This design comes from an exercise in tuning for small area, a short achievable clock period and few clock cycles per item on the open sky130 flow, not from production work. In this exercise RTL edits were held to simulation tests only and were not proved equivalent to the original. Power and IR drop assume default switching activity.

Design popcount256, start of the top module:
module popcount256 (
  input  logic         clk_i,
  input  logic         rst_ni,
  input  logic         valid_i,
  input  logic [255:0] data_i,
  output logic         valid_o,
  output logic [8:0]   popcount_o
);
Size in the first run: about 170 flip-flops, ~270 I/O pins, about 0.0084 mm^2 of cells after synthesis.
export LEC_CHECK = 0
export CAP_MARGIN = 20
export CORE_MARGIN = 2
export CORE_UTILIZATION = 55
export SLEW_MARGIN = 20
export SYNTH_HIERARCHICAL = 1
export BUFFER_PORTS_ARGS = -buffer_cell sky130_fd_sc_hd__buf_1
export CTS_ARGS = -sink_clustering_enable -repair_clock_nets -dont_use_dummy_load -buf_list sky130_fd_sc_hd__clkbuf_16 -sink_clustering_size 30 -sink_clustering_max_diameter 100
create_clock -name core_clock -period 9.5 [get_ports {clk_i}]
standard.sh (not shown) runs the stock make flow with config.mk's settings and CLKGATE_MAP_FILE= SYNTH_SCRIPT=/design/flow/synth_recipe.tcl, a recipe that flattens the netlist after the stock synthesis.
==> flow/flow/run.sh <==
#!/bin/bash
# Own layout flow: the standard ORFS flow (standard.sh, standard synthesis
# unchanged), with sky130 buf_1 cells as the port buffers and a clock tree
# built without dummy balancing loads. Each tool's output is in the ORFS logs
# (orfs/logs/...); make's own output goes to standard.log.
set -euo pipefail
cat >> config.mk <<'EOF2'
export BUFFER_PORTS_ARGS = -buffer_cell sky130_fd_sc_hd__buf_1
export CTS_ARGS = -sink_clustering_enable -repair_clock_nets -dont_use_dummy_load -buf_list sky130_fd_sc_hd__clkbuf_16 -sink_clustering_size 30 -sink_clustering_max_diameter 100
EOF2
bash standard.sh finish > standard.log 2>&1
Testbench counts at the start, summed over its fixed seeds: cycles 16,024, items 16,000.
Next try:
--- a/flow/flow/run.sh
+++ b/flow/flow/run.sh
@@ -9 +9 @@
-export CTS_ARGS = -sink_clustering_enable -repair_clock_nets -dont_use_dummy_load -buf_list sky130_fd_sc_hd__clkbuf_16 -sink_clustering_size 30 -sink_clustering_max_diameter 100
+export CTS_ARGS = -sink_clustering_enable -repair_clock_nets -dont_use_dummy_load -buf_list sky130_fd_sc_hd__clkbuf_8
--- a/flow/config.mk
+++ b/flow/config.mk
@@ -10 +10,3 @@
-export CORE_UTILIZATION = 55
+export CORE_UTILIZATION = 45
+export GPL_ROUTABILITY_DRIVEN = 0
+export PLACE_DENSITY = 0.9
@@ -14 +16 @@
-export CTS_ARGS = -sink_clustering_enable -repair_clock_nets -dont_use_dummy_load -buf_list sky130_fd_sc_hd__clkbuf_16 -sink_clustering_size 30 -sink_clustering_max_diameter 100
+export CTS_ARGS = -sink_clustering_enable -repair_clock_nets -dont_use_dummy_load -buf_list sky130_fd_sc_hd__clkbuf_8
After rerunning: The changed run finished with timing, DRC and antenna clean; total power came out lower by 2.7%; routed wire length increases by 20%; first-iteration DRC count rose by 11%.
Next try:
--- a/flow/flow/run.sh
+++ b/flow/flow/run.sh
@@ -3 +3,2 @@
-# unchanged), with sky130 buf_1 cells as the port buffers and a clock tree
+# unchanged), with sky130 buf_1 cells as the input port buffers, buf_2 as the
+# output port buffers (flow/pre_global_place.tcl), and a clock tree
@@ -7,2 +8,3 @@
-cat >> config.mk <<'EOF2'
-export BUFFER_PORTS_ARGS = -buffer_cell sky130_fd_sc_hd__buf_1
+cat >> config.mk <<EOF2
+export BUFFER_PORTS_ARGS = -inputs -buffer_cell sky130_fd_sc_hd__buf_1
+export PRE_GLOBAL_PLACE_TCL = $PWD/flow/pre_global_place.tcl
==> flow/flow/pre_global_place.tcl (new file) <==
# Buffer the output ports with buf_2 (the inputs get buf_1 from the
# flow's own buffer_ports call right after this hook).
buffer_ports -outputs -buffer_cell sky130_fd_sc_hd__buf_4
--- a/flow/config.mk
+++ b/flow/config.mk
@@ -10,3 +10 @@
-export CORE_UTILIZATION = 45
-export GPL_ROUTABILITY_DRIVEN = 0
-export PLACE_DENSITY = 0.9
+export CORE_UTILIZATION = 55
@@ -15 +13,2 @@
-export BUFFER_PORTS_ARGS = -buffer_cell sky130_fd_sc_hd__buf_1
+export BUFFER_PORTS_ARGS = -inputs -buffer_cell sky130_fd_sc_hd__buf_1
+export PRE_GLOBAL_PLACE_TCL = /design/flow/flow/pre_global_place.tcl
Outcome:
- The new run passed the timing, DRC and antenna checks
- critical path depth goes up by 4
- maximum frequency barely changes
- area after synthesis does not change
- power decreases by 2.6%
- clock-buffer cell count is unchanged
Next try:
==> flow/flow/run.sh (replaced) <==
#!/bin/bash
# Own layout flow: the standard ORFS flow (standard.sh, standard synthesis
# unchanged), with sky130 buf_1 cells as the port buffers and a clock tree
# built without dummy balancing loads. Each tool's output is in the ORFS logs
# (orfs/logs/...); make's own output goes to standard.log.
set -euo pipefail
cat >> config.mk <<'EOF2'
export BUFFER_PORTS_ARGS = -buffer_cell sky130_fd_sc_hd__buf_1
export CTS_ARGS = -sink_clustering_enable -repair_clock_nets -dont_use_dummy_load -buf_list sky130_fd_sc_hd__clkbuf_8 -sink_clustering_size 30 -sink_clustering_max_diameter 100 -sink_clustering_levels 1
EOF2
bash standard.sh finish > standard.log 2>&1
--- a/flow/config.mk
+++ b/flow/config.mk
@@ -13,3 +13,2 @@
-export BUFFER_PORTS_ARGS = -inputs -buffer_cell sky130_fd_sc_hd__buf_1
-export PRE_GLOBAL_PLACE_TCL = /design/flow/flow/pre_global_place.tcl
-export CTS_ARGS = -sink_clustering_enable -repair_clock_nets -dont_use_dummy_load -buf_list sky130_fd_sc_hd__clkbuf_8
+export BUFFER_PORTS_ARGS = -buffer_cell sky130_fd_sc_hd__buf_1
+export CTS_ARGS = -sink_clustering_enable -repair_clock_nets -dont_use_dummy_load -buf_list sky130_fd_sc_hd__clkbuf_8 -sink_clustering_size 30 -sink_clustering_max_diameter 100 -sink_clustering_levels 1
removed: flow/flow/pre_global_place.tcl
Outcome:
- The changed run finished clean
- worst setup slack got worse by 0.018 ns
- synthesized cell count stays the same
- count of clock-buffer cells in the layout is unchanged
Next try:
--- a/flow/flow/run.sh
+++ b/flow/flow/run.sh
@@ -9 +9 @@
-export CTS_ARGS = -sink_clustering_enable -repair_clock_nets -dont_use_dummy_load -buf_list sky130_fd_sc_hd__clkbuf_8 -sink_clustering_size 30 -sink_clustering_max_diameter 100 -sink_clustering_levels 1
+export CTS_ARGS = -sink_clustering_enable -repair_clock_nets -dont_use_dummy_load -buf_list sky130_fd_sc_hd__clkbuf_8 -sink_buffer_max_cap_derate 1.0 -sink_clustering_size 25
--- a/flow/config.mk
+++ b/flow/config.mk
@@ -14 +14 @@
-export CTS_ARGS = -sink_clustering_enable -repair_clock_nets -dont_use_dummy_load -buf_list sky130_fd_sc_hd__clkbuf_8 -sink_clustering_size 30 -sink_clustering_max_diameter 100 -sink_clustering_levels 1
+export CTS_ARGS = -sink_clustering_enable -repair_clock_nets -dont_use_dummy_load -buf_list sky130_fd_sc_hd__clkbuf_8 -sink_buffer_max_cap_derate 1.0 -sink_clustering_size 25
Maximum frequency is unchanged.
Final area stays the same.
Total power is unchanged.
Count of clock-buffer cells in the layout does not change.
Critical path depth does not change.
Cell count is unchanged.
Clock skew is unchanged.
Non-clock buffer count is unchanged.
Sequential share of layout area is unchanged.
Hold slack does not change.
Routed wire length is unchanged.

build 96:
Another version of the RTL of popcount256 (not shown whole).
For scale: roughly 430 cells after synthesis, about 170 flip-flops, roughly 270 I/O pins, roughly 0.0084 mm2 of cells after synthesis.
## popcount256
module popcount256 (
  input  logic         clk_i,
  input  logic         rst_ni,
  input  logic         valid_i,
  input  logic [255:0] data_i,
  output logic         valid_o,
  output logic [8:0]   popcount_o
);
export LEC_CHECK = 0
export CAP_MARGIN = 20
export CORE_MARGIN = 2
export CORE_UTILIZATION = 60
export SLEW_MARGIN = 20
export SYNTH_HIERARCHICAL = 1
export BUFFER_PORTS_ARGS = -buffer_cell sky130_fd_sc_hd__buf_1
export CTS_ARGS = -sink_clustering_enable -repair_clock_nets -dont_use_dummy_load -buf_list sky130_fd_sc_hd__clkbuf_8 -sink_clustering_size 40
create_clock -name core_clock -period 9.5 [get_ports {clk_i}]
==> flow/flow/run.sh <==
#!/bin/bash
# Own layout flow: the standard ORFS flow (standard.sh, standard synthesis
# unchanged), with sky130 buf_1 cells as the port buffers and a clock tree
# built without dummy balancing loads. Each tool's output is in the ORFS logs
# (orfs/logs/...); make's own output goes to standard.log.
set -euo pipefail
cat >> config.mk <<'EOF2'
export BUFFER_PORTS_ARGS = -buffer_cell sky130_fd_sc_hd__buf_1
export CTS_ARGS = -sink_clustering_enable -repair_clock_nets -dont_use_dummy_load -buf_list sky130_fd_sc_hd__clkbuf_8 -sink_clustering_size 40
EOF2
bash standard.sh finish > standard.log 2>&1
Build 96: full flow OK, the timing, DRC and antenna checks passed
Testbench counts of build 96, summed over its fixed seeds: cycles 16,024, items 16,000.
> inputs changed (build 96 -> build 21)
diff --git a/flow/flow/run.sh b/flow/flow/run.sh
--- a/flow/flow/run.sh
+++ b/flow/flow/run.sh
@@ -9 +9 @@
-export CTS_ARGS = -sink_clustering_enable -repair_clock_nets -dont_use_dummy_load -buf_list sky130_fd_sc_hd__clkbuf_8 -sink_clustering_size 40
+export CTS_ARGS = -sink_clustering_enable -repair_clock_nets -dont_use_dummy_load -buf_list sky130_fd_sc_hd__clkbuf_8 -sink_clustering_size 20
diff --git a/flow/config.mk b/flow/config.mk
--- a/flow/config.mk
+++ b/flow/config.mk
@@ -10 +10 @@
-export CORE_UTILIZATION = 60
+export CORE_UTILIZATION = 55
@@ -14 +14 @@
-export CTS_ARGS = -sink_clustering_enable -repair_clock_nets -dont_use_dummy_load -buf_list sky130_fd_sc_hd__clkbuf_8 -sink_clustering_size 40
+export CTS_ARGS = -sink_clustering_enable -repair_clock_nets -dont_use_dummy_load -buf_list sky130_fd_sc_hd__clkbuf_8 -sink_clustering_size 20
### Flow results
Compare build 21 and build 96 | fill cell total of the finished layout lower: build 96
Route | build 21 vs build 96 | wire longer in build 21
Re die width: build 21 is 4.3% up on build 96.
Looking at via count of the first global-routing pass across build 21 and build 96, the one that comes out higher is build 21.
Status: area fraction of clock buffers and clock inverters parity (build 21, build 96)
Build 21 reports its first element of the critical path as popcount_o[8]$_DFF_P_ while build 96 reports data_i[0].
On total non-filler cell area in the finished layout, build 21 and build 96 are neck and neck.
| wire length of the first global-routing pass | build 21 vs build 96 | about 2.3% higher |
The power number comes out higher for build 21 vs build 96.
## Diff of input files: build 31 against build 21
diff --git a/flow/flow/run.sh b/flow/flow/run.sh
--- a/flow/flow/run.sh
+++ b/flow/flow/run.sh
@@ -9 +9 @@
-export CTS_ARGS = -sink_clustering_enable -repair_clock_nets -dont_use_dummy_load -buf_list sky130_fd_sc_hd__clkbuf_8 -sink_clustering_size 20
+export CTS_ARGS = -sink_clustering_enable -repair_clock_nets -dont_use_dummy_load 
diff --git a/flow/config.mk b/flow/config.mk
--- a/flow/config.mk
+++ b/flow/config.mk
@@ -14 +14 @@
-export CTS_ARGS = -sink_clustering_enable -repair_clock_nets -dont_use_dummy_load -buf_list sky130_fd_sc_hd__clkbuf_8 -sink_clustering_size 20
+export CTS_ARGS = -sink_clustering_enable -repair_clock_nets -dont_use_dummy_load 
Findings:
Comparing build 31 against build 21, there is no change at all in max-slew violation count. Final total power ended up about 5.6% higher on build 31 than on build 21. Global routing usage on met3: lower on build 31. Comparing build 21 against build 31, there is no change at all in share of flip-flops with an asynchronous set or reset. On arrival time of data at the critical path endpoint, the higher figure sits with build 31, not build 21.
What build 28 does differently from build 31 at the input level:
diff --git a/flow/flow/run.sh b/flow/flow/run.sh
--- a/flow/flow/run.sh
+++ b/flow/flow/run.sh
@@ -9 +9 @@
-export CTS_ARGS = -sink_clustering_enable -repair_clock_nets -dont_use_dummy_load 
+export CTS_ARGS = -sink_clustering_enable -repair_clock_nets -dont_use_dummy_load -buf_list sky130_fd_sc_hd__clkbuf_8 -sink_clustering_size 20
diff --git a/flow/config.mk b/flow/config.mk
--- a/flow/config.mk
+++ b/flow/config.mk
@@ -10 +10 @@
-export CORE_UTILIZATION = 55
+export CORE_UTILIZATION = 68
@@ -14 +14 @@
-export CTS_ARGS = -sink_clustering_enable -repair_clock_nets -dont_use_dummy_load 
+export CTS_ARGS = -sink_clustering_enable -repair_clock_nets -dont_use_dummy_load -buf_list sky130_fd_sc_hd__clkbuf_8 -sink_clustering_size 20
The shortest period the worst path allows of build 28 is lower than that of build 31. Build 28 does better than build 31 on internal reg-to-reg setup slack. Compared with build 31, build 28 shows final instance area lower by about 2.4%. The total power per unit cell area in build 28 was lower than what build 31 gave. Cmp build 28 and build 31 / via count / higher: build 28.

what the ideal ports hide:
The results above use ideal ports. As a check the final layouts listed here were re-extracted and re-timed, cells and wires unchanged. Step 1: set_driving_cell puts a clkbuf_16 on clk_i and a buf_2 on each other input, an assumption about the parent block. Step 2 also shifts input and output timing later by t, the mid clock arrival at the registers, as if the neighbouring blocks saw the same clock. Slacks: no drivers / after step 1 / after step 2; pairs: no drivers / after step 1.
run	shift t [ns]	slack for setup (ns)	worst data-port slew with drivers (ns)
the first run of note 1	0.445	6.709 / 6.675 / 6.302	0.04
the second run of note 1	0.462	6.704 / 6.665 / 6.287	0.05
the third run of note 1	0.471	6.710 / 6.710 / 6.334	0.04
the fourth run of note 1	0.456	6.691 / 6.656 / 6.311	0.04
the fifth run of note 1	0.456	6.691 / 6.656 / 6.311	0.04
build 96	0.464	6.675 / 6.649 / 6.228	0.04
build 21	0.484	6.661 / 6.622 / 6.212	0.06
build 31	0.454	6.653 / 6.666 / 6.214	0.06
build 28	0.458	6.657 / 6.653 / 6.217	0.05
After both steps setup and hold are still met in every run listed. For build 21, which loses most, drivers alone change the setup slack by -0.039 ns; drivers and shift together by -0.449 ns.
